Context: an optimization exercise on an open-source flow, tuned for small area. The choices shown serve that exercise and are no tape-out recipe.
At most, simulation tests tie the RTL to the original design; equivalence was not proved.
Only the layout flow was run in runs 3 and 4; the RTL was not checked for function there.

==> flow/design.v, too long to show whole: its modules and the start of the top module <==
// module top: 213 lines
// module lane0: 398 lines
// module lane1: 400 lines
// module lane2: 400 lines
// module l1eng: 1141 lines
module top (
    input clk,
    input rst_n,
    input [7:0] pixel_in,
    input pixel_valid,
    output [6:0] hex,
    output finish,
    output signed [11:0] score0,
    output signed [11:0] score1
);
  // ...
==> flow/run.sh <==
#!/bin/bash
# synth_recipe.tcl (not shown) runs the flow's synth.tcl, then flattens the netlist and writes it again
# the make line also repeats each setting of config.mk as NAME=value (left out here)
make -C /OpenROAD-flow-scripts/flow DESIGN_CONFIG=/design/flow/config.mk WORK_HOME=/design/flow/orfs CLKGATE_MAP_FILE= SYNTH_SCRIPT=/design/flow/synth_recipe.tcl finish
==> flow/config.mk <==
export PLATFORM = sky130hd
export DESIGN_NAME = top
export DESIGN_NICKNAME = top
export VERILOG_FILES = /design/flow/design.v
export SDC_FILE = /design/flow/constraint.sdc
export NUM_CORES = 8
export LEC_CHECK = 0
export CAP_MARGIN = 20
export CORE_MARGIN = 2
export CORE_UTILIZATION = 40
export CTS_BUF_LIST = sky130_fd_sc_hd__clkbuf_16
export CTS_CLUSTER_DIAMETER = 110
export CTS_CLUSTER_SIZE = 28
export SLEW_MARGIN = 20
==> flow/constraint.sdc <==
create_clock -name core_clock -period 13.0 [get_ports {clk}]
set_input_delay 2.6000 -clock core_clock [delete_from_list [all_inputs] [get_ports {clk}]]
set_output_delay 2.6000 -clock core_clock [all_outputs]
set_load 0.01 [all_outputs]
==> qor.csv, run 1 <==
stage,metric,value,unit
timing,finalMaxSlewViolations,0,
layout,seq_share,0.4363,
logic_synthesis,synth_mux_area_frac,0.002299,
die,chipHeight,467.6,um
die,ioPinCount,43,
timing,hold_violations,0,
logic_synthesis,ys_seq_elements,1352,
route,drc,0,
route,wl_met2,122100,um
layout,nNonClkInverters,1124,
place,place_inst,9325,
die,core,214200,sq um
setup_path,r2r-start,col[1],
global_route,grtUsageMet2,0.3822,
route,avgRoutedWirePerCell,27.22,um
layout,multi_input_area,40590,sq um
worst_hold_path,hold_depth,0,
die,n_tap_cell,2838,
layout,clock_cell_area_share,0.01921,
layout,n_clock_buffer,57,
setup_path,cp-start-kind,flop,
logic_synthesis,ys.flop_type,edfxtp_1,
place,dpl_cell_area,89800,sq um
clock_tree,clkSinkCount,1352,
die,rows,170,
layout,fin_area,91640,sq um
setup_path,worst_r2r_path_depth,28,
route,wl_met1,107300,um
layout,flops_and_latches,1352,
setup_path,crit_path_end_kind,flop,
setup_path,cp.arrival,11.42,ns
logic_synthesis,synthXorXnorAreaFrac,0.05112,
logic_synthesis,synth_warnings,1,
logic_synthesis,syn_inst,6671,
run_status,outcome,no timing/DRC/antenna violations,
timing,whs,0.3973,ns
clock_tree,cts_tree,yes,
logic_synthesis,synth_top_family_by_area,adder cells,
clock_tree,clock_latency,0.78,ns
==> run 2: changes to the inputs <==
--- a/flow/config.mk
+++ b/flow/config.mk
@@ -9,6 +9,6 @@
 export CORE_MARGIN = 2
 export CORE_UTILIZATION = 40
 export CTS_BUF_LIST = sky130_fd_sc_hd__clkbuf_16
-export CTS_CLUSTER_DIAMETER = 110
-export CTS_CLUSTER_SIZE = 28
+export CTS_CLUSTER_DIAMETER = 100
+export CTS_CLUSTER_SIZE = 24
 export SLEW_MARGIN = 20
==> run 2 against run 1 <==
Still clean. Synthesized area did not move. Final cell count barely moved. Critical endpoint is now q2[19].
==> qor.csv, run 2 <==
stage,metric,value,unit,change
route,avgRoutedWirePerCell,27.26,um,+0.12%
setup_path,cp_max_fo,9,,
clock_tree,clkTransAtPathRegs,0.10,ns,
timing,fin_crit,10.96,ns,
route,vias,53590,,
timing,whs,0.3876,ns,-0.009614 ns
logic_synthesis,synth-seq-area-share,0.4646,,
setup_path,cpMostUsedCell,fa_1,,
logic_synthesis,synth_top_area_frac,0.4425,,
die,rows,170,,unchanged
route,postRouteAntennaNets,0,,
clock_tree,cts_root_buffer,clkbuf_16,,
setup_path,cp.arrival,11.40,ns,-0.02 ns
clock_tree,htree_levels,3,,
timing,finalMaxSlewViolations,0,,unchanged
setup_path,cp.required,13.45,ns,
timing,finalSetupTns,0,ns,
die,chipHeight,467.6,um,unchanged
setup_path,crit_path_end_kind,flop,,
timing,skew,0.04940,ns,
global_route,grt_max_degree,181,,
route,wl_met2,122700,um,+0.47%
run_status,outcome,no timing/DRC/antenna violations,,
setup_path,worstSetupPathType,reg2reg,,
die,core,214200,sq um,unchanged
place,io_buffer_count,41,,
logic_synthesis,avgSynthCellArea,12.89,sq um,
setup_path,worst_r2r_path_depth,28,,unchanged
route,routed-wl-met3,20090,um,
route,dr.pass1.iters,7,,
timing,setup_viol,0,,
layout,nFillCells,19550,,
layout,drive_gt1_frac,0.05546,,
logic_synthesis,yosys.area.top_type,edfxtp_1,,
route,viasPerCell,5.677,,
clock_tree,clkSinkCount,1352,,unchanged
global_route,grt_use_total,0.2355,,
route,wl_met1,106200,um,-1.0%
logic_synthesis,synth_edf_count,1267,,
layout,layout_common_cells,"edfxtp_1, inv_1, fa_1",,
global_route,grt_pass1_wl,378500,um,
route,routed_wl,257300,um,
clock_tree,clock_latency,0.75,ns,-0.03 ns
job,cap_violations,0,,
timing,tightest_slew,1.213,ns,
logic_synthesis,syn_inst,6671,,unchanged
route,drc,0,,unchanged
place,dp_slack,2.021,ns,
timing,finalWorstSetupSlack,2.044,ns,
layout,fin_nets,7797,,
layout,largest_reg_flops,448,,
clock_tree,cts-buffers-inserted,71,,
clock_tree,post_cts_resized,0,,
logic_synthesis,synth_warnings,1,,unchanged
global_route,grt_pass1_vias,55170,,
clock_tree,cts_tree,yes,,
logic_synthesis,synth.net_count,7907,,
layout,multi_input_area,40590,sq um,unchanged
die,die_area,218700,sq um,
logic_synthesis,ys_seq_elements,1352,,unchanged
logic_synthesis,netlist_area,85980,sq um,
layout,area.growth.synth_to_final,7.068,%,
logic_synthesis,async_flop_share,0.02959,,
timing,max-slew-margin-rel,0.1883,,
global_route,grt.overflow.total,0,,
route,maxUsedRoutingLayer,met4,,
logic_synthesis,ys.flop_type,edfxtp_1,,
setup_path,cp_slowest_stage_delay,0.88,ns,
clock_tree,post-cts-setup-buffers,0,,
place,dp_hpwl,185700,um,
worst_hold_path,holdCritPathClass,reg2reg,,
layout,ff_latch_area,39990,sq um,
layout,top_register,sr,,
place,place_congestion,0.9583,,
die,chipWidth,467.6,um,
clock_tree,postCtsHoldBufs,0,,
timing,hold_violations,0,,unchanged
die,start_util,0.4014,,
layout,final_common_cell,edfxtp_1,,
die,ioPinCount,43,,unchanged
layout,final_util,0.4298,,
timing,fmax,0.09128,GHz,
setup_path,cp_slowest_cell,nand2_1,,
route,drt-initial-drc-count,6458,,
setup_path,cp-start-kind,flop,,
timing,grt_setup_unrepaired,false,,
global_route,antenna_found_initial,4,,
logic_synthesis,synthTopCellsByCount,"edfxtp_1, inv_1, fa_1, a22oi_1, ha_1",,
timing,fin_crit_sh,0.8427,,
worst_hold_path,hold_depth,0,,unchanged
logic_synthesis,synth_cell_type_count,94,,
logic_synthesis,yosys.cell_count.top_type,edfxtp_1,,
clock_tree,clk_path_buf_depth,3,,
logic_synthesis,yosys-top-cells-area,"edfxtp_1, fa_1, inv_1",,
run 2: cell types whose count changed in the layout (fill, tap and decap cells not counted):
cell / delta
clkbuf_16: +15
inv_1: -11
clkinv_8: +4
clkbuf_4: -1
clkinv_1: +1
clkinv_16: +1
clkinv_4: -1
inv_16: +1
inv_6: -1
inv_8: -1
run 2: kinds of logic after synthesis:
family / count (synthesis) / share of synthesized area
AOI/OAI and AO/OA: 1208 / 0.1046
xor gates and xnor gates: 501 / 0.05112
adders and majority gates: 1227 / 0.2603
buffers and inverters: 1488 / 0.06694
DFF: 1352 / 0.4646
muxes: 19 / 0.002299
other: 1 / 0.00004361
and+or+nand+nor: 875 / 0.05007
run 2: layout make-up:
cell class	instances	area share
tap	2838	0.03857
multi-input combinational	3831	0.4409
inverter	1124	0.04583
timing repair buffer	181	0.01653
antenna	2	0.00005437
clock buffer	72	0.01957
clock inverter	39	0.004159
sequential	1352	0.4344
run 2: worst max-delay path, delay by kind of cell (launching register included):
family	cells	cell delay (ns)
AO/OA/AOI/OAI	1	0.32
adder cells (fa/ha/maj)	16	6.96
buffers and inverters	6	0.58
flip-flops	1	0.43
AND/OR/NAND/NOR	5	2.33
run 2: per-layer routing:
layer  vias up  track usage
li1      22830            -
met1     27910       0.3252
met2      2423       0.3850
met3       430      0.03574
met4         0      0.06872
met5         -            0
run 2: path summary, 6_finish.rpt:
| path | from | to | slack (ns) |
|---|---|---|---|
| max in group asynchronous | rst_n | e_fc | 10.73 |
| setup reg to reg | col[1] | q2[19] | 2.04 |
| setup / recovery | col[1] | q2[19] | 2.04 |
| hold reg to reg | sr[25] | sr[33] | 0.39 |
| hold / removal | sr[25] | sr[33] | 0.39 |
| min in group asynchronous | rst_n | fin | 1.85 |
run 2: metrics by stage:
stage	instance area (sq um)	instances
2_1_floorplan	85990	6671
3_3_place_gp	89780	9325
3_5_place_dp	89800	9325
4_1_cts	91990	9436
5_1_grt	92050	9438
6_report	92060	9439
==> module top, before the edit <==
module top (
    input clk,
    input rst_n,
    input [7:0] pixel_in,
    input pixel_valid,
    output [6:0] hex,
    output finish,
    output signed [11:0] score0,
    output signed [11:0] score1
);
    integer i;
    reg [7:0] pr;
    reg vr;
    always @(posedge clk) pr <= pixel_in;
    always @(posedge clk or negedge rst_n) if (!rst_n) vr <= 1'b0; else vr <= pixel_valid;
    reg [4:0] col;
    reg [3:0] row;
    always @(posedge clk or negedge rst_n)
        if (!rst_n) begin col <= 5'd0; row <= 4'd0; end
        else if (vr) begin
            if (col == 5'd27) begin col <= 5'd0; if (row != 4'd15) row <= row + 4'd1; end
            else col <= col + 5'd1;
        end
    reg [447:0] sr;
    always @(posedge clk) if (vr && col != 5'd26) sr <= {sr[439:0], pr};
    wire [7:0] t20 = sr[15:8], t21 = sr[7:0], t22 = pr;
    wire [7:0] t10 = sr[231:224], t11 = sr[223:216], t12 = sr[215:208];
    wire m00 = (row == 4'd2) && (col == 5'd1);   
    wire [7:0] t00 = m00 ? 8'd0 : sr[447:440];
    wire [7:0] t01 = sr[439:432], t02 = sr[431:424];
    wire [35:0] l1v;
    l1eng le (.t00(t00), .t01(t01), .t02(t02), .t10(t10), .t11(t11), .t12(t12), .t20(t20), .t21(t21), .t22(t22), .l1v(l1v));
    wire l1ev = vr && !row[0] && (row >= 4'd2) && (row <= 4'd14) && col[0] && (col <= 5'd25);
    wire [2:0] eR = row[3:1] - 3'd1;
    wire [3:0] eC = col[4:1];
    wire enq = l1ev;
    reg [35:0] q0;
    reg [35:0] q1;
    reg [35:0] q2;
    reg [35:0] q3;
    reg [35:0] q4;
    reg [2:0] wp, rp, cnt;
    always @(posedge clk) if (enq && wp == 3'd0) q0 <= l1v;
    always @(posedge clk) if (enq && wp == 3'd1) q1 <= l1v;
    always @(posedge clk) if (enq && wp == 3'd2) q2 <= l1v;
    always @(posedge clk) if (enq && wp == 3'd3) q3 <= l1v;
    always @(posedge clk) if (enq && wp == 3'd4) q4 <= l1v;
    reg [35:0] qh;
    always @* begin
        case (rp)
            3'd0: qh = q0;
            3'd1: qh = q1;
            3'd2: qh = q2;
            3'd3: qh = q3;
            3'd4: qh = q4;
            default: qh = 36'd0;
        endcase
    end
    reg [2:0] hR;
    reg [3:0] hC;
    reg started;
    reg [6:0] pend;
    reg [2:0] fst;   
    wire cm1 = (hC == 4'd12);             
    wire [2:0] Rp = hR + {2'd0, cm1};
    wire reven = ~Rp[0];
    wire codd = hC[0] | cm1;
    wire [2:0] Rm1 = Rp - 3'd1;
    wire [1:0] i2H = Rm1[2:1];
    wire [1:0] i2L = Rp[2:1];
    wire hvalid = (Rp != 3'd0);
    wire [2:0] j2H = hC[3:1];
    wire [2:0] j2L = cm1 ? 3'd0 : hC[3:1] + 3'd1;
    wire [1:0] aH = reven ? 2'd2 : 2'd1;
    wire [1:0] bH = codd ? 2'd2 : 2'd1;
    function needw(input [1:0] i, input [2:0] j);
        begin
            needw = ({i, j} == 5'd0) | ({i, j} == 5'd1) | ({i, j} == 5'd2) | ({i, j} == 5'd4) | ({i, j} == 5'd5) | ({i, j} == 5'd8) | ({i, j} == 5'd9) | ({i, j} == 5'd11) | ({i, j} == 5'd12) | ({i, j} == 5'd13) | ({i, j} == 5'd16) | ({i, j} == 5'd18) | ({i, j} == 5'd19) | ({i, j} == 5'd20);
        end
    endfunction
    wire m0 = hvalid & ~cm1 & needw(i2H, j2H);
    wire m4 = hvalid & codd & needw(i2H, j2L);
    wire m5 = reven & ~cm1 & needw(i2L, j2H);
    wire m6 = reven & codd & needw(i2L, j2L);
    wire cmp0 = m0 & reven & codd;   
    wire [4:0] hij = {i2H, j2H};
    wire [17:0] l3t = ({18{hij == 5'd0}} & 18'd2147) | ({18{hij == 5'd1}} & 18'd197) | ({18{hij == 5'd2}} & 18'd320) | ({18{hij == 5'd4}} & 18'd135175) | ({18{hij == 5'd5}} & 18'd12745) | ({18{hij == 5'd8}} & 18'd21067) | ({18{hij == 5'd9}} & 18'd704) | ({18{hij == 5'd11}} & 18'd28685) | ({18{hij == 5'd12}} & 18'd37711) | ({18{hij == 5'd13}} & 18'd46033) | ({18{hij == 5'd16}} & 18'd1088) | ({18{hij == 5'd18}} & 18'd53248) | ({18{hij == 5'd19}} & 18'd61440) | ({18{hij == 5'd20}} & 18'd69632);
    wire [6:0] vmask = {m6, m5, m4, cmp0 & l3t[12], cmp0 & l3t[6], cmp0 & l3t[0], m0};
    wire qne = (cnt != 3'd0);
    wire [6:0] wm = started ? pend : vmask;
    wire [6:0] low = wm & (~wm + 7'd1);
    wire [6:0] rest = wm & ~low;
    wire run = (fst == 3'd0);
    wire doop = qne && run;
    wire deq = doop && (rest == 7'd0);
    wire last = (hR == 3'd6) && (hC == 4'd9);
    always @(posedge clk or negedge rst_n)
        if (!rst_n) begin
            wp <= 3'd0; rp <= 3'd0; cnt <= 3'd0; hR <= 3'd0; hC <= 4'd0;
            started <= 1'b0; pend <= 7'd0; fst <= 3'd0;
        end else begin
            if (enq) wp <= (wp == 3'd4) ? 3'd0 : wp + 3'd1;
            if (deq) rp <= (rp == 3'd4) ? 3'd0 : rp + 3'd1;
            if (enq && !deq) cnt <= cnt + 3'd1;
            else if (deq && !enq) cnt <= cnt - 3'd1;
            if (doop) begin started <= (rest != 7'd0); pend <= rest; end
            if (deq) begin if (hC == 4'd12) begin hC <= 4'd0; hR <= hR + 3'd1; end else hC <= hC + 4'd1; end
            if (deq && last) fst <= 3'd1;
            else if (fst != 3'd0 && fst != 3'd4) fst <= fst + 3'd1;
        end
    wire isL2 = doop && (low[0] | low[4] | low[5] | low[6]);
    wire isL3 = doop && (low[1] | low[2] | low[3]);
    wire sH = low[0] | low[4];
    wire sB = low[0] | low[5];
    wire [1:0] oa = sH ? aH : 2'd0;
    wire [1:0] oi = sH ? i2H : i2L;
    wire [1:0] ob = sB ? bH : 2'd0;
    wire [2:0] oj = sB ? j2H : j2L;
    wire [4:0] oij = {oi, oj};
    wire [2:0] slot = ({3{oij == 5'd1}} & 3'd1) | ({3{oij == 5'd2}} & 3'd2) | ({3{oij == 5'd4}} & 3'd3) | ({3{oij == 5'd5}} & 3'd4) | ({3{oij == 5'd8}} & 3'd5) | ({3{oij == 5'd11}} & 3'd1) | ({3{oij == 5'd12}} & 3'd2) | ({3{oij == 5'd13}} & 3'd3) | ({3{oij == 5'd16}} & 3'd4) | ({3{oij == 5'd19}} & 3'd5) | ({3{oij == 5'd20}} & 3'd1);
    wire [3:0] opk2 = {oa, 1'b0} + {2'd0, oa} + {2'd0, ob};
    wire [3:0] opk3 = ({4{low[1]}} & l3t[4:1]) | ({4{low[2]}} & l3t[10:7]) | ({4{low[3]}} & l3t[16:13]);
    wire init2 = (oa == 2'd0) && ((ob == 2'd0) || ((ob == 2'd1) && (oij == 5'd0)));
    wire init3 = (low[1] & l3t[5]) | (low[2] & l3t[11]) | (low[3] & l3t[17]);
    wire [3:0] l3sel = low[1] ? 4'd6 : low[2] ? 4'd7 : 4'd8;
    reg e_l2, e_l3, e_mx, e_fc, e_cmp, e_init;
    reg [8:0] e_sel;   
    reg [18:0] e_opk;   
    reg [8:0] e_wr;
    always @(posedge clk or negedge rst_n)
        if (!rst_n) begin
            e_l2 <= 1'b0; e_l3 <= 1'b0; e_mx <= 1'b0; e_fc <= 1'b0; e_cmp <= 1'b0;
        end else begin
            e_l2 <= isL2; e_l3 <= isL3;
            e_mx <= (fst == 3'd1) || (fst == 3'd2);
            e_fc <= (fst == 3'd3);
            e_cmp <= doop && low[0] && cmp0;
        end
    always @(posedge clk) begin
        e_init <= (isL2 && init2) || (isL3 && init3) || (fst == 3'd3);
        e_sel <= (isL2 && !init2) ? (9'd1 << slot) : (isL3 && !init3) ? (9'd1 << l3sel) : (fst == 3'd1) ? 9'd128 : (fst == 3'd2) ? 9'd256 : 9'd0;
        e_wr <= isL2 ? (9'd1 << slot) : isL3 ? (9'd1 << l3sel) : 9'd0;
        e_opk <= isL2 ? (19'd1 << opk2) : isL3 ? (19'd512 << opk3) : (fst == 3'd3) ? 19'd262144 : 19'd0;
    end
    reg [35:0] qx;
    always @(posedge clk) if (e_cmp) qx <= {r2_2, r2_1, r2_0}; else if (isL2) qx <= qh;
    wire [35:0] l3y;
    wire [35:0] xs = e_fc ? l3y : qx;
    wire e_acc = e_l2 | e_l3;
    reg [21:0] s0_0, s0_1, s0_2, s0_3, s0_4, s0_5;
    reg [21:0] a0_11, a0_12, a0_16;
    wire [21:0] ai0 = ({22{e_sel[0]}} & s0_0) | ({22{e_sel[1]}} & s0_1) | ({22{e_sel[2]}} & s0_2) | ({22{e_sel[3]}} & s0_3) | ({22{e_sel[4]}} & s0_4) | ({22{e_sel[5]}} & s0_5) | ({22{e_sel[6]}} & a0_11) | ({22{e_sel[7]}} & a0_12) | ({22{e_sel[8]}} & a0_16);
    wire [21:0] rd0 = ai0;
    wire [21:0] o0;
    lane0 u0 (.opk(e_opk), .x0(xs[11:0]), .x1(xs[23:12]), .x2(xs[35:24]), .acc(ai0), .out(o0));
    wire signed [21:0] rs0 = rd0, as0 = a0_11;
    wire gt0 = rs0 > as0;
    always @(posedge clk) if (e_wr[0]) s0_0 <= o0[21:0];
    always @(posedge clk) if (e_wr[1]) s0_1 <= o0[21:0];
    always @(posedge clk) if (e_wr[2]) s0_2 <= o0[21:0];
    always @(posedge clk) if (e_wr[3]) s0_3 <= o0[21:0];
    always @(posedge clk) if (e_wr[4]) s0_4 <= o0[21:0];
    always @(posedge clk) if (e_wr[5]) s0_5 <= o0[21:0];
    always @(posedge clk) if (e_wr[6] || (e_mx && gt0)) a0_11 <= o0[21:0];
    always @(posedge clk) if (e_wr[7] || e_fc) a0_12 <= o0[21:0];
    always @(posedge clk) if (e_wr[8]) a0_16 <= o0[21:0];
    wire [11:0] r2_0 = (!o0[21] && (|o0[20:0])) ? o0[15:4] : 12'd0;
    assign l3y[11:0] = (!a0_11[21] && (|a0_11[20:0])) ? a0_11[18:7] : 12'd0;
    reg [22:0] s1_0, s1_1, s1_2, s1_3, s1_4, s1_5;
    reg [21:0] a1_11, a1_12, a1_16;
    wire [22:0] ai1 = ({23{e_sel[0]}} & s1_0) | ({23{e_sel[1]}} & s1_1) | ({23{e_sel[2]}} & s1_2) | ({23{e_sel[3]}} & s1_3) | ({23{e_sel[4]}} & s1_4) | ({23{e_sel[5]}} & s1_5) | ({23{e_sel[6]}} & {{1{a1_11[21]}}, a1_11}) | ({23{e_sel[7]}} & {{1{a1_12[21]}}, a1_12}) | ({23{e_sel[8]}} & {{1{a1_16[21]}}, a1_16});
    wire [22:0] rd1 = ai1;
    wire [22:0] o1;
    lane1 u1 (.opk(e_opk), .x0(xs[11:0]), .x1(xs[23:12]), .x2(xs[35:24]), .acc(ai1), .out(o1));
    wire signed [22:0] rs1 = rd1, as1 = {{1{a1_11[21]}}, a1_11};
    wire gt1 = rs1 > as1;
    always @(posedge clk) if (e_wr[0]) s1_0 <= o1[22:0];
    always @(posedge clk) if (e_wr[1]) s1_1 <= o1[22:0];
    always @(posedge clk) if (e_wr[2]) s1_2 <= o1[22:0];
    always @(posedge clk) if (e_wr[3]) s1_3 <= o1[22:0];
    always @(posedge clk) if (e_wr[4]) s1_4 <= o1[22:0];
    always @(posedge clk) if (e_wr[5]) s1_5 <= o1[22:0];
    always @(posedge clk) if (e_wr[6] || (e_mx && gt1)) a1_11 <= o1[21:0];
    always @(posedge clk) if (e_wr[7] || e_fc) a1_12 <= o1[21:0];
    always @(posedge clk) if (e_wr[8]) a1_16 <= o1[21:0];
    wire [11:0] r2_1 = (!o1[22] && (|o1[21:0])) ? o1[15:4] : 12'd0;
    assign l3y[23:12] = (!a1_11[21] && (|a1_11[20:0])) ? a1_11[18:7] : 12'd0;
    reg [21:0] s2_0, s2_1, s2_2, s2_3, s2_4, s2_5;
    reg [22:0] a2_11, a2_12, a2_16;
    wire [22:0] ai2 = ({23{e_sel[0]}} & {{1{s2_0[21]}}, s2_0}) | ({23{e_sel[1]}} & {{1{s2_1[21]}}, s2_1}) | ({23{e_sel[2]}} & {{1{s2_2[21]}}, s2_2}) | ({23{e_sel[3]}} & {{1{s2_3[21]}}, s2_3}) | ({23{e_sel[4]}} & {{1{s2_4[21]}}, s2_4}) | ({23{e_sel[5]}} & {{1{s2_5[21]}}, s2_5}) | ({23{e_sel[6]}} & a2_11) | ({23{e_sel[7]}} & a2_12) | ({23{e_sel[8]}} & a2_16);
    wire [22:0] rd2 = ai2;
    wire [22:0] o2;
    lane2 u2 (.opk(e_opk), .x0(xs[11:0]), .x1(xs[23:12]), .x2(xs[35:24]), .acc(ai2), .out(o2));
    wire signed [22:0] rs2 = rd2, as2 = a2_11;
    wire gt2 = rs2 > as2;
    always @(posedge clk) if (e_wr[0]) s2_0 <= o2[21:0];
    always @(posedge clk) if (e_wr[1]) s2_1 <= o2[21:0];
    always @(posedge clk) if (e_wr[2]) s2_2 <= o2[21:0];
    always @(posedge clk) if (e_wr[3]) s2_3 <= o2[21:0];
    always @(posedge clk) if (e_wr[4]) s2_4 <= o2[21:0];
    always @(posedge clk) if (e_wr[5]) s2_5 <= o2[21:0];
    always @(posedge clk) if (e_wr[6] || (e_mx && gt2)) a2_11 <= o2[22:0];
    always @(posedge clk) if (e_wr[7]) a2_12 <= o2[22:0];
    always @(posedge clk) if (e_wr[8]) a2_16 <= o2[22:0];
    wire [11:0] r2_2 = (!o2[22] && (|o2[21:0])) ? o2[15:4] : 12'd0;
    assign l3y[35:24] = (!a2_11[22] && (|a2_11[21:0])) ? a2_11[18:7] : 12'd0;
    reg fin;
    always @(posedge clk or negedge rst_n) if (!rst_n) fin <= 1'b0; else if (e_fc) fin <= 1'b1;
    assign finish = fin;
    assign score0 = a0_12[18:7];
    assign score1 = a1_12[18:7];
    assign hex = !finish ? 7'h7F : (score1 > score0) ? 7'b1000000 : 7'b1111001;
endmodule
==> run 3: changes to the inputs <==
--- a/flow/design.v
+++ b/flow/design.v
@@ -56,23 +56,19 @@
             default: qh = 36'd0;
         endcase
     end
-    reg [2:0] hR;
-    reg [3:0] hC;
+    reg [2:0] hr;
+    reg [3:0] hu;
     reg started;
     reg [6:0] pend;
     reg [2:0] fst;   
-    wire cm1 = (hC == 4'd12);             
-    wire [2:0] Rp = hR + {2'd0, cm1};
-    wire reven = ~Rp[0];
-    wire codd = hC[0] | cm1;
-    wire [2:0] Rm1 = Rp - 3'd1;
-    wire [1:0] i2H = Rm1[2:1];
-    wire [1:0] i2L = Rp[2:1];
-    wire hvalid = (Rp != 3'd0);
-    wire [2:0] j2H = hC[3:1];
-    wire [2:0] j2L = cm1 ? 3'd0 : hC[3:1] + 3'd1;
-    wire [1:0] aH = reven ? 2'd2 : 2'd1;
-    wire [1:0] bH = codd ? 2'd2 : 2'd1;
+    wire cm1 = (hu == 4'd0);
+    wire reven = ~hr[0];
+    wire codd = ~hu[0];
+    wire [1:0] i2L = hr[2:1];
+    wire [1:0] i2H = hr[0] ? hr[2:1] : hr[2:1] - 2'd1;
+    wire hvalid = (hr != 3'd0);
+    wire [2:0] j2L = hu[3:1];
+    wire [2:0] j2H = hu[0] ? hu[3:1] : hu[3:1] - 3'd1;
     function needw(input [1:0] i, input [2:0] j);
         begin
             needw = ({i, j} == 5'd0) | ({i, j} == 5'd1) | ({i, j} == 5'd2) | ({i, j} == 5'd4) | ({i, j} == 5'd5) | ({i, j} == 5'd8) | ({i, j} == 5'd9) | ({i, j} == 5'd11) | ({i, j} == 5'd12) | ({i, j} == 5'd13) | ({i, j} == 5'd16) | ({i, j} == 5'd18) | ({i, j} == 5'd19) | ({i, j} == 5'd20);
@@ -84,8 +80,8 @@
     wire m6 = reven & codd & needw(i2L, j2L);
     wire cmp0 = m0 & reven & codd;   
     wire [4:0] hij = {i2H, j2H};
-    wire [17:0] l3t = ({18{hij == 5'd0}} & 18'd2147) | ({18{hij == 5'd1}} & 18'd197) | ({18{hij == 5'd2}} & 18'd320) | ({18{hij == 5'd4}} & 18'd135175) | ({18{hij == 5'd5}} & 18'd12745) | ({18{hij == 5'd8}} & 18'd21067) | ({18{hij == 5'd9}} & 18'd704) | ({18{hij == 5'd11}} & 18'd28685) | ({18{hij == 5'd12}} & 18'd37711) | ({18{hij == 5'd13}} & 18'd46033) | ({18{hij == 5'd16}} & 18'd1088) | ({18{hij == 5'd18}} & 18'd53248) | ({18{hij == 5'd19}} & 18'd61440) | ({18{hij == 5'd20}} & 18'd69632);
-    wire [6:0] vmask = {m6, m5, m4, cmp0 & l3t[12], cmp0 & l3t[6], cmp0 & l3t[0], m0};
+    wire [32:0] l3t = ({33{hij == 5'd0}} & 33'd10492933) | ({33{hij == 5'd1}} & 33'd8398857) | ({33{hij == 5'd2}} & 33'd8407042) | ({33{hij == 5'd4}} & 33'd4307554321) | ({33{hij == 5'd5}} & 33'd21006369) | ({33{hij == 5'd8}} & 33'd37816385) | ({33{hij == 5'd9}} & 33'd8521730) | ({33{hij == 5'd11}} & 33'd71307393) | ({33{hij == 5'd12}} & 33'd138676481) | ({33{hij == 5'd13}} & 33'd273156609) | ({33{hij == 5'd16}} & 33'd9439234) | ({33{hij == 5'd18}} & 33'd541069314) | ({33{hij == 5'd19}} & 33'd1077940226) | ({33{hij == 5'd20}} & 33'd2151682050);
+    wire [6:0] vmask = {m6, m5, m4, cmp0 & l3t[22], cmp0 & l3t[11], cmp0 & l3t[0], m0};
     wire qne = (cnt != 3'd0);
     wire [6:0] wm = started ? pend : vmask;
     wire [6:0] low = wm & (~wm + 7'd1);
@@ -93,10 +89,10 @@
     wire run = (fst == 3'd0);
     wire doop = qne && run;
     wire deq = doop && (rest == 7'd0);
-    wire last = (hR == 3'd6) && (hC == 4'd9);
+    wire last = (hr == 3'd6) && (hu == 4'd10);
     always @(posedge clk or negedge rst_n)
         if (!rst_n) begin
-            wp <= 3'd0; rp <= 3'd0; cnt <= 3'd0; hR <= 3'd0; hC <= 4'd0;
+            wp <= 3'd0; rp <= 3'd0; cnt <= 3'd0; hr <= 3'd0; hu <= 4'd1;
             started <= 1'b0; pend <= 7'd0; fst <= 3'd0;
         end else begin
             if (enq) wp <= (wp == 3'd4) ? 3'd0 : wp + 3'd1;
@@ -104,7 +100,7 @@
             if (enq && !deq) cnt <= cnt + 3'd1;
             else if (deq && !enq) cnt <= cnt - 3'd1;
             if (doop) begin started <= (rest != 7'd0); pend <= rest; end
-            if (deq) begin if (hC == 4'd12) begin hC <= 4'd0; hR <= hR + 3'd1; end else hC <= hC + 4'd1; end
+            if (deq) begin if (hu == 4'd12) begin hu <= 4'd0; hr <= hr + 3'd1; end else hu <= hu + 4'd1; end
             if (deq && last) fst <= 3'd1;
             else if (fst != 3'd0 && fst != 3'd4) fst <= fst + 3'd1;
         end
@@ -112,17 +108,16 @@
     wire isL3 = doop && (low[1] | low[2] | low[3]);
     wire sH = low[0] | low[4];
     wire sB = low[0] | low[5];
-    wire [1:0] oa = sH ? aH : 2'd0;
     wire [1:0] oi = sH ? i2H : i2L;
-    wire [1:0] ob = sB ? bH : 2'd0;
     wire [2:0] oj = sB ? j2H : j2L;
     wire [4:0] oij = {oi, oj};
-    wire [2:0] slot = ({3{oij == 5'd1}} & 3'd1) | ({3{oij == 5'd2}} & 3'd2) | ({3{oij == 5'd4}} & 3'd3) | ({3{oij == 5'd5}} & 3'd4) | ({3{oij == 5'd8}} & 3'd5) | ({3{oij == 5'd11}} & 3'd1) | ({3{oij == 5'd12}} & 3'd2) | ({3{oij == 5'd13}} & 3'd3) | ({3{oij == 5'd16}} & 3'd4) | ({3{oij == 5'd19}} & 3'd5) | ({3{oij == 5'd20}} & 3'd1);
-    wire [3:0] opk2 = {oa, 1'b0} + {2'd0, oa} + {2'd0, ob};
-    wire [3:0] opk3 = ({4{low[1]}} & l3t[4:1]) | ({4{low[2]}} & l3t[10:7]) | ({4{low[3]}} & l3t[16:13]);
-    wire init2 = (oa == 2'd0) && ((ob == 2'd0) || ((ob == 2'd1) && (oij == 5'd0)));
-    wire init3 = (low[1] & l3t[5]) | (low[2] & l3t[11]) | (low[3] & l3t[17]);
-    wire [3:0] l3sel = low[1] ? 4'd6 : low[2] ? 4'd7 : 4'd8;
+    wire [2:0] ah = {sH & reven, sH & ~reven, ~sH};
+    wire [2:0] bh = {sB & codd, sB & ~codd, ~sB};
+    wire [5:0] sloth = ({6{oij == 5'd0}} & 6'd1) | ({6{oij == 5'd1}} & 6'd2) | ({6{oij == 5'd2}} & 6'd4) | ({6{oij == 5'd4}} & 6'd8) | ({6{oij == 5'd5}} & 6'd16) | ({6{oij == 5'd8}} & 6'd32) | ({6{oij == 5'd9}} & 6'd1) | ({6{oij == 5'd11}} & 6'd2) | ({6{oij == 5'd12}} & 6'd4) | ({6{oij == 5'd13}} & 6'd8) | ({6{oij == 5'd16}} & 6'd16) | ({6{oij == 5'd18}} & 6'd1) | ({6{oij == 5'd19}} & 6'd32) | ({6{oij == 5'd20}} & 6'd2);
+    wire [8:0] p3 = ({9{low[1]}} & l3t[9:1]) | ({9{low[2]}} & l3t[20:12]) | ({9{low[3]}} & l3t[31:23]);
+    wire init2 = ah[0] && (bh[0] || (bh[1] && (oij == 5'd0)));
+    wire init3 = (low[1] & l3t[10]) | (low[2] & l3t[21]) | (low[3] & l3t[32]);
+    wire [2:0] l3h = low[3:1];
     reg e_l2, e_l3, e_mx, e_fc, e_cmp, e_init;
     reg [8:0] e_sel;   
     reg [18:0] e_opk;   
@@ -138,9 +133,9 @@
         end
     always @(posedge clk) begin
         e_init <= (isL2 && init2) || (isL3 && init3) || (fst == 3'd3);
-        e_sel <= (isL2 && !init2) ? (9'd1 << slot) : (isL3 && !init3) ? (9'd1 << l3sel) : (fst == 3'd1) ? 9'd128 : (fst == 3'd2) ? 9'd256 : 9'd0;
-        e_wr <= isL2 ? (9'd1 << slot) : isL3 ? (9'd1 << l3sel) : 9'd0;
-        e_opk <= isL2 ? (19'd1 << opk2) : isL3 ? (19'd512 << opk3) : (fst == 3'd3) ? 19'd262144 : 19'd0;
+        e_sel <= {(fst == 3'd2), (fst == 3'd1), 7'd0} | ({9{isL2 && !init2}} & {3'd0, sloth}) | ({9{isL3 && !init3}} & {l3h, 6'd0});
+        e_wr <= ({9{isL2}} & {3'd0, sloth}) | ({9{isL3}} & {l3h, 6'd0});
+        e_opk <= {(fst == 3'd3), {9{isL3}} & p3, {9{isL2}} & {ah[2] & bh[2] , ah[2] & bh[1] , ah[2] & bh[0] , ah[1] & bh[2] , ah[1] & bh[1] , ah[1] & bh[0] , ah[0] & bh[2] , ah[0] & bh[1] , ah[0] & bh[0]}};
     end
     reg [35:0] qx;
     always @(posedge clk) if (e_cmp) qx <= {r2_2, r2_1, r2_0}; else if (isL2) qx <= qh;
--- a/flow/config.mk
+++ b/flow/config.mk
@@ -7,7 +7,7 @@
 export LEC_CHECK = 0
 export CAP_MARGIN = 20
 export CORE_MARGIN = 2
-export CORE_UTILIZATION = 40
+export CORE_UTILIZATION = 65
 export CTS_BUF_LIST = sky130_fd_sc_hd__clkbuf_16
 export CTS_CLUSTER_DIAMETER = 100
 export CTS_CLUSTER_SIZE = 24
==> run 3 against run 2 <==
Global-route usage is 14 points higher. Clock skew fell by 0.0052 ns. Sequential cell count unchanged. Critical path type unchanged.
==> qor.csv, run 3 <==
stage,metric,value,unit,change
layout,nFillCells,9402,,-52%
layout,top_register,sr,,
worst_hold_path,holdCritPathClass,reg2reg,,
route,routed_wl,250100,um,-2.8%
logic_synthesis,synth_edf_count,1267,,unchanged
clock_tree,clock_latency,0.73,ns,-0.02 ns
setup_path,cp.required,13.43,ns,-0.02 ns
place,io_buffer_count,41,,unchanged
clock_tree,htree_levels,3,,unchanged
route,viasPerCell,6.548,,+15%
die,core,131100,sq um,-39%
setup_path,cp_slowest_cell,and2_1,,
logic_synthesis,synth_cell_type_count,87,,-7.4%
global_route,grt_pass1_wl,367800,um,-2.8%
logic_synthesis,yosys.area.top_type,edfxtp_1,,
clock_tree,clkSinkCount,1352,,unchanged
logic_synthesis,yosys.cell_count.top_type,edfxtp_1,,
timing,skew,0.04416,ns,-0.005234 ns
route,dr.pass1.iters,7,,unchanged
clock_tree,clkTransAtPathRegs,0.09,ns,about the same
clock_tree,cts-buffers-inserted,71,,unchanged
setup_path,cp-start-kind,flop,,
clock_tree,post-cts-setup-buffers,0,,unchanged
setup_path,cp_max_fo,9,,unchanged
setup_path,worstSetupPathType,reg2reg,,
place,place_congestion,1.008,,+5.1%
global_route,antenna_found_initial,4,,unchanged
setup_path,critical_path.top_delay_family,adder cells,,
die,rows,133,,-22%
job,cap_violations,0,,unchanged
layout,area.growth.synth_to_final,5.552,%,
worst_hold_path,hold_depth,0,,unchanged
logic_synthesis,synth_warnings,1,,unchanged
logic_synthesis,syn_inst,6656,,-0.22%
timing,hold_violations,0,,unchanged
clock_tree,post_cts_resized,0,,unchanged
route,postRouteAntennaNets,0,,unchanged
setup_path,cpMostUsedCell,fa_1,,
global_route,grt_use_total,0.3752,,+0.1397
global_route,grt_max_degree,93,,-49%
setup_path,worst_r2r_path_depth,30,,+7.1%
logic_synthesis,async_flop_share,0.02959,,unchanged
setup_path,cp.depth,30,,+7.1%
setup_path,crit_path_end_kind,flop,,
timing,fin_crit,10.81,ns,-0.1430 ns
setup_path,cp_slowest_stage_delay,0.71,ns,-0.17 ns
timing,setup_viol,0,,unchanged
logic_synthesis,synthTopCellsByCount,"edfxtp_1, inv_1, fa_1, a22oi_1, xnor2_1",,
die,die_area,134800,sq um,-38%
layout,drive_gt1_frac,0.05325,,-0.002215
timing,grt_setup_unrepaired,false,,
clock_tree,cts_root_buffer,clkbuf_16,,
layout,layout_common_cells,"edfxtp_1, inv_1, fa_1",,
clock_tree,postCtsHoldBufs,0,,unchanged
global_route,grt.overflow.total,0,,unchanged
timing,tightest_slew,1.192,ns,-0.02127 ns
layout,largest_reg_flops,448,,unchanged
setup_path,crit_buf_inv,7,,+1
place,dp_hpwl,182300,um,-1.9%
die,chipWidth,367.1,um,-21%
clock_tree,clk_path_buf_depth,3,,unchanged
logic_synthesis,yosys-top-cells-area,"edfxtp_1, fa_1, inv_1",,
route,drt-initial-drc-count,7419,,+15%
die,ioPinCount,43,,unchanged
global_route,grt_pass1_vias,55540,,+0.67%
timing,fmax,0.09248,GHz,+1.3%
route,avgRoutedWirePerCell,30.03,um,+10%
logic_synthesis,synth_top_area_frac,0.4439,,+0.001408
route,drc,0,,unchanged
timing,max-slew-margin-rel,0.1995,,+0.01121
timing,finalMaxSlewViolations,0,,unchanged
logic_synthesis,synth.net_count,7882,,-0.32%
logic_synthesis,synth-seq-area-share,0.4661,,+0.001493
clock_tree,cts_tree,yes,,
logic_synthesis,netlist_area,85710,sq um,-0.32%
die,start_util,0.6536,,+0.2522
logic_synthesis,avgSynthCellArea,12.88,sq um,about the same
timing,fin_crit_sh,0.8317,,-0.01100
die,chipHeight,367.1,um,-21%
logic_synthesis,ys.flop_type,edfxtp_1,,
setup_path,cp.arrival,11.24,ns,-0.16 ns
layout,final_common_cell,edfxtp_1,,
timing,finalSetupTns,0,ns,unchanged
layout,fin_nets,7760,,-0.47%
route,vias,54540,,+1.8%
logic_synthesis,ys_seq_elements,1352,,unchanged
run_status,outcome,no timing/DRC/antenna violations,,
-- run 3: changes by cell type after synthesis, moves of 7 or more --
cell      delta
a211oi_1     -9
a22o_1      -12
a32o_1       +7
and3_1       +7
buf_2        +8
ha_1         -8
inv_1        +8
nand3_1     +15
nor2b_1      -9
o21ai_0     -11
o22ai_1      +8
or2_2        +8
xnor2_1     +23
xor2_1      -13
-- run 3: worst reg2reg max path, delay by kind of cell, from the launching register on --
kind / cells / cell delay [ns]
fa+ha+maj: 17 / 6.94
simple gates: 5 / 2.09
buf+inv: 7 / 0.68
flops: 1 / 0.41
compound gates: 1 / 0.40
-- run 3: routing by layer --
layer,track usage,part of all wire
met3,0.07262,0.094
met4,0.1927,0.064
met2,0.5998,0.47
met1,0.4946,0.37
met5,0,0.00017
-- run 3: kinds of logic after synthesis --
group                      after synthesis  share of synthesized area
and+or+nand+nor                        877                    0.05015
buffers and inverters                 1501                    0.06723
xor gates and xnor gates               511                    0.05231
adders and majority gates             1217                     0.2595
other                                    1                 0.00004375
AOI/OAI and AO/OA                     1180                     0.1025
muxes                                   17                   0.002160
DFF                                   1352                     0.4661
-- run 3: area by class of cell --
class	count	area [sq um]	area share
sequential	1352	40000	0.4422
clock inverter	41	422.9	0.004675
antenna	1	2.502	0.00002766
multi-input combinational	3803	40350	0.4460
timing repair buffer	177	1478	0.01633
inverter	1129	4238	0.04684
clock buffer	71	1777	0.01964
tap	1755	2196	0.02427
-- run 3: worst paths after layout --
kind                            endpoint  slack [ns]     from
worst max-delay path              q4[12]        2.19   col[1]
worst min-delay path             sr[340]        0.41  sr[332]
worst max register to register    q4[12]        2.19   col[1]
worst min register to register   sr[340]        0.41  sr[332]
max in group asynchronous           e_fc       10.70    rst_n
min in group asynchronous         col[1]        1.87    rst_n
-- run 3: through the flow --
stage | area [sq um] | worst slack, ns | hold slack [ns] | cells | util
floorplan | 85720 | 2.890 | 0.4003 | 6656 | -
detailed placement | 88160 | 2.244 | 0.4045 | 8212 | 0.6723
global placement | 88140 | 2.433 | 0.4008 | 8212 | 0.6721
finish | 90470 | 2.187 | 0.4128 | 8329 | 0.6899
global route | 90460 | 1.892 | 0.4228 | 8328 | 0.6899
CTS | 90360 | 2.191 | 0.4144 | 8324 | 0.6891
==> run 4: changes to the inputs <==
--- a/flow/config.mk
+++ b/flow/config.mk
@@ -7,7 +7,7 @@
 export LEC_CHECK = 0
 export CAP_MARGIN = 20
 export CORE_MARGIN = 2
-export CORE_UTILIZATION = 65
+export CORE_UTILIZATION = 40
 export CTS_BUF_LIST = sky130_fd_sc_hd__clkbuf_16
 export CTS_CLUSTER_DIAMETER = 100
 export CTS_CLUSTER_SIZE = 24
==> run 4 against run 3 <==
Still clean. Register-to-register slack gained 0.27 ns. Worst hold slack worse by 0.0088 ns. Final cell count increased by 13%. Sequential cell count is the same. Final area up 1.6%. Synthesized cell count is the same. Fmax increased by 2.5%. Sequential share of layout area decreased by 0.69 points.
==> qor.csv, run 4 <==
stage,metric,value,unit,change
setup_path,crit_path_end_kind,flop,,
logic_synthesis,yosys.area.top_type,edfxtp_1,,
clock_tree,cts_root_buffer,clkbuf_16,,
global_route,grt_pass1_vias,55200,,-0.61%
timing,finalSetupTns,0,ns,unchanged
clock_tree,clkSinkCount,1352,,unchanged
worst_hold_path,holdCritPathClass,reg2reg,,
logic_synthesis,synth_top_area_frac,0.4439,,unchanged
route,avgRoutedWirePerCell,27.30,um,-9.1%
place,dp_hpwl,183700,um,+0.77%
timing,fin_crit_sh,0.8112,,-0.02053
timing,whs,0.4040,ns,-0.008842 ns
timing,setup_viol,0,,unchanged
place,place_congestion,0.9452,,-6.2%
logic_synthesis,avgSynthCellArea,12.88,sq um,unchanged
clock_tree,post-cts-setup-buffers,0,,unchanged
die,chipWidth,466.9,um,+27%
clock_tree,htree_levels,3,,unchanged
route,vias,53710,,-1.5%
layout,drive_gt1_frac,0.05478,,+0.001530
global_route,grt_max_degree,172,,+85%
global_route,grt_use_total,0.2350,,-0.1402
logic_synthesis,syn_inst,6656,,unchanged
clock_tree,clk_path_buf_depth,3,,unchanged
timing,max-slew-margin-rel,0.2031,,+0.003675
timing,skew,0.05117,ns,+0.007005 ns
timing,tightest_slew,1.192,ns,-0.0002857 ns
logic_synthesis,ys_seq_elements,1352,,unchanged
global_route,antenna_found_initial,2,,-2
clock_tree,postCtsHoldBufs,0,,unchanged
layout,area.growth.synth_to_final,7.191,%,
setup_path,cp_slowest_stage_delay,0.72,ns,about the same
route,drt-initial-drc-count,6285,,-15%
die,rows,169,,+27%
route,viasPerCell,5.716,,-13%
setup_path,cp_max_fo,9,,unchanged
clock_tree,clkTransAtPathRegs,0.09,ns,about the same
die,die_area,218000,sq um,+62%
die,core,212500,sq um,+62%
place,io_buffer_count,41,,unchanged
logic_synthesis,ys.flop_type,edfxtp_1,,
clock_tree,clock_latency,0.74,ns,about the same
logic_synthesis,synth_cell_type_count,87,,unchanged
timing,grt_setup_unrepaired,false,,
global_route,grt.overflow.total,0,,unchanged
logic_synthesis,yosys.cell_count.top_type,edfxtp_1,,
layout,layout_common_cells,"edfxtp_1, inv_1, fa_1",,
setup_path,cp.required,13.46,ns,+0.03 ns
die,start_util,0.4033,,-0.2503
clock_tree,cts-buffers-inserted,72,,+1.4%
logic_synthesis,synthTopCellsByCount,"edfxtp_1, inv_1, fa_1, a22oi_1, xnor2_1",,
timing,fin_crit,10.55,ns,-0.2669 ns
logic_synthesis,synth_edf_count,1267,,unchanged
die,ioPinCount,43,,unchanged
timing,hold_violations,0,,unchanged
setup_path,cp-start-kind,flop,,
layout,nFillCells,19360,,+110%
layout,fin_nets,7760,,unchanged
route,postRouteAntennaNets,0,,unchanged
job,cap_violations,0,,unchanged
setup_path,cp_slowest_cell,nand2_1,,
logic_synthesis,synth.net_count,7882,,unchanged
setup_path,cpMostUsedCell,fa_1,,
timing,fmax,0.09482,GHz,+2.5%
route,dr.pass1.iters,6,,-1
setup_path,cp.arrival,11.00,ns,-0.24 ns
die,chipHeight,466.9,um,+27%
global_route,grt_pass1_wl,378100,um,+2.8%
route,routed_wl,256500,um,+2.5%
logic_synthesis,yosys-top-cells-area,"edfxtp_1, fa_1, inv_1",,
logic_synthesis,netlist_area,85710,sq um,unchanged
layout,largest_reg_flops,448,,unchanged
timing,finalMaxSlewViolations,0,,unchanged
logic_synthesis,synth-seq-area-share,0.4661,,unchanged
logic_synthesis,synth_warnings,1,,unchanged
clock_tree,post_cts_resized,0,,unchanged
route,drc,0,,unchanged
layout,top_register,sr,,
clock_tree,cts_tree,yes,,
layout,final_common_cell,edfxtp_1,,
setup_path,worstSetupPathType,reg2reg,,
logic_synthesis,async_flop_share,0.02959,,unchanged
run_status,outcome,no timing/DRC/antenna violations,,
==> run 4: cell counts after synthesis <==
Identical to the previous run, type by type.
==> run 4: path summary, 6_finish.rpt <==
check	from	endpoint	slack, ns	depth (start not counted)
min	sr[116]	sr[124]	0.40	0
min reg2reg	sr[116]	sr[124]	0.40	0
min in group asynchronous	rst_n	started	1.97	2
max	col[1]	q0[15]	2.45	28
max in group asynchronous	rst_n	e_fc	10.55	2
max reg2reg	col[1]	q0[15]	2.45	28
==> run 4: logic make-up after synthesis <==
group                      after synthesis  share of synthesized area
AOI/OAI and AO/OA                     1180                     0.1025
xor gates and xnor gates               511                    0.05231
adders and majority gates             1217                     0.2595
buffers and inverters                 1501                    0.06723
DFF                                   1352                     0.4661
muxes                                   17                   0.002160
other                                    1                 0.00004375
and+or+nand+nor                        877                    0.05015
==> run 4: metrics by stage <==
step	cell area [sq um]	worst slack, ns	instances	util
6_report	91870	2.454	9395	0.4323
5_1_grt	91870	1.966	9395	0.4323
4_1_cts	91790	2.373	9393	0.4319
3_5_place_dp	89570	2.415	9281	0.4215
3_3_place_gp	89550	2.426	9281	0.4214
2_1_floorplan	85720	2.890	6656	-
==> run 4: layout make-up <==
class / count / area, sq um / share of cell area
Antenna cell: 2 / 5.005 / 0.00005448
Clock buffer: 72 / 1802 / 0.01961
Clock inverter: 40 / 420.4 / 0.004576
Inverter: 1129 / 4238 / 0.04613
Multi-Input combinational cell: 3803 / 40380 / 0.4395
Sequential cell: 1352 / 39990 / 0.4353
Tap cell: 2821 / 3530 / 0.03842
Timing Repair Buffer: 176 / 1510 / 0.01644
==> run 4: metal layers <==
| metal | track usage | vias to the layer above | part of all wire |
|---|---|---|---|
| met2 | 0.3813 | 2521 | 0.47 |
| met3 | 0.03587 | 481 | 0.077 |
| li1 | - | 22760 | - |
| met4 | 0.08522 | 0 | 0.043 |
| met5 | 0 | - | 0 |
| met1 | 0.3202 | 27940 | 0.41 |
==> run 4: worst max-delay path: cells and delay by family, from the launching register on <==
family	cells	cell delay [ns]
flip-flops	1	0.42
buffers and inverters	6	0.59
adder cells (fa/ha/maj)	16	6.87
AND/OR/NAND/NOR	5	2.05
AO/OA/AOI/OAI	1	0.32

==> re-timing with driven ports <==
How much do the figures lean on ideal ports? The routed layouts below were timed once more, with nothing changed but the port constraints.
Step 1 (the two cells are an assumption about what drives the block):
set clk [get_ports {clk}]
set_driving_cell -lib_cell sky130_fd_sc_hd__clkbuf_16 $clk
set_driving_cell -lib_cell sky130_fd_sc_hd__buf_2 [delete_from_list [all_inputs] $clk]
Step 2 moves the port delays by t, midway between the first and last clock arrival at a register: inputs arrive t later, outputs are due t later. That takes back most of the time a late clock gives input paths.
Three values: ideal, step 1, step 2; two values: the first two.
run | shift t [ns] | setup slack, ns | clock arrival spread, ns
run 1 | 0.835 | 2.052 / 2.052 / 2.052 | 0.067 / 0.067
run 2 | 0.799 | 2.044 / 2.044 / 2.044 | 0.074 / 0.074
run 3 | 0.791 | 2.187 / 2.187 / 2.187 | 0.051 / 0.051
run 4 | 0.809 | 2.454 / 2.454 / 2.454 | 0.054 / 0.055
After both steps setup and hold are still met in every run listed.
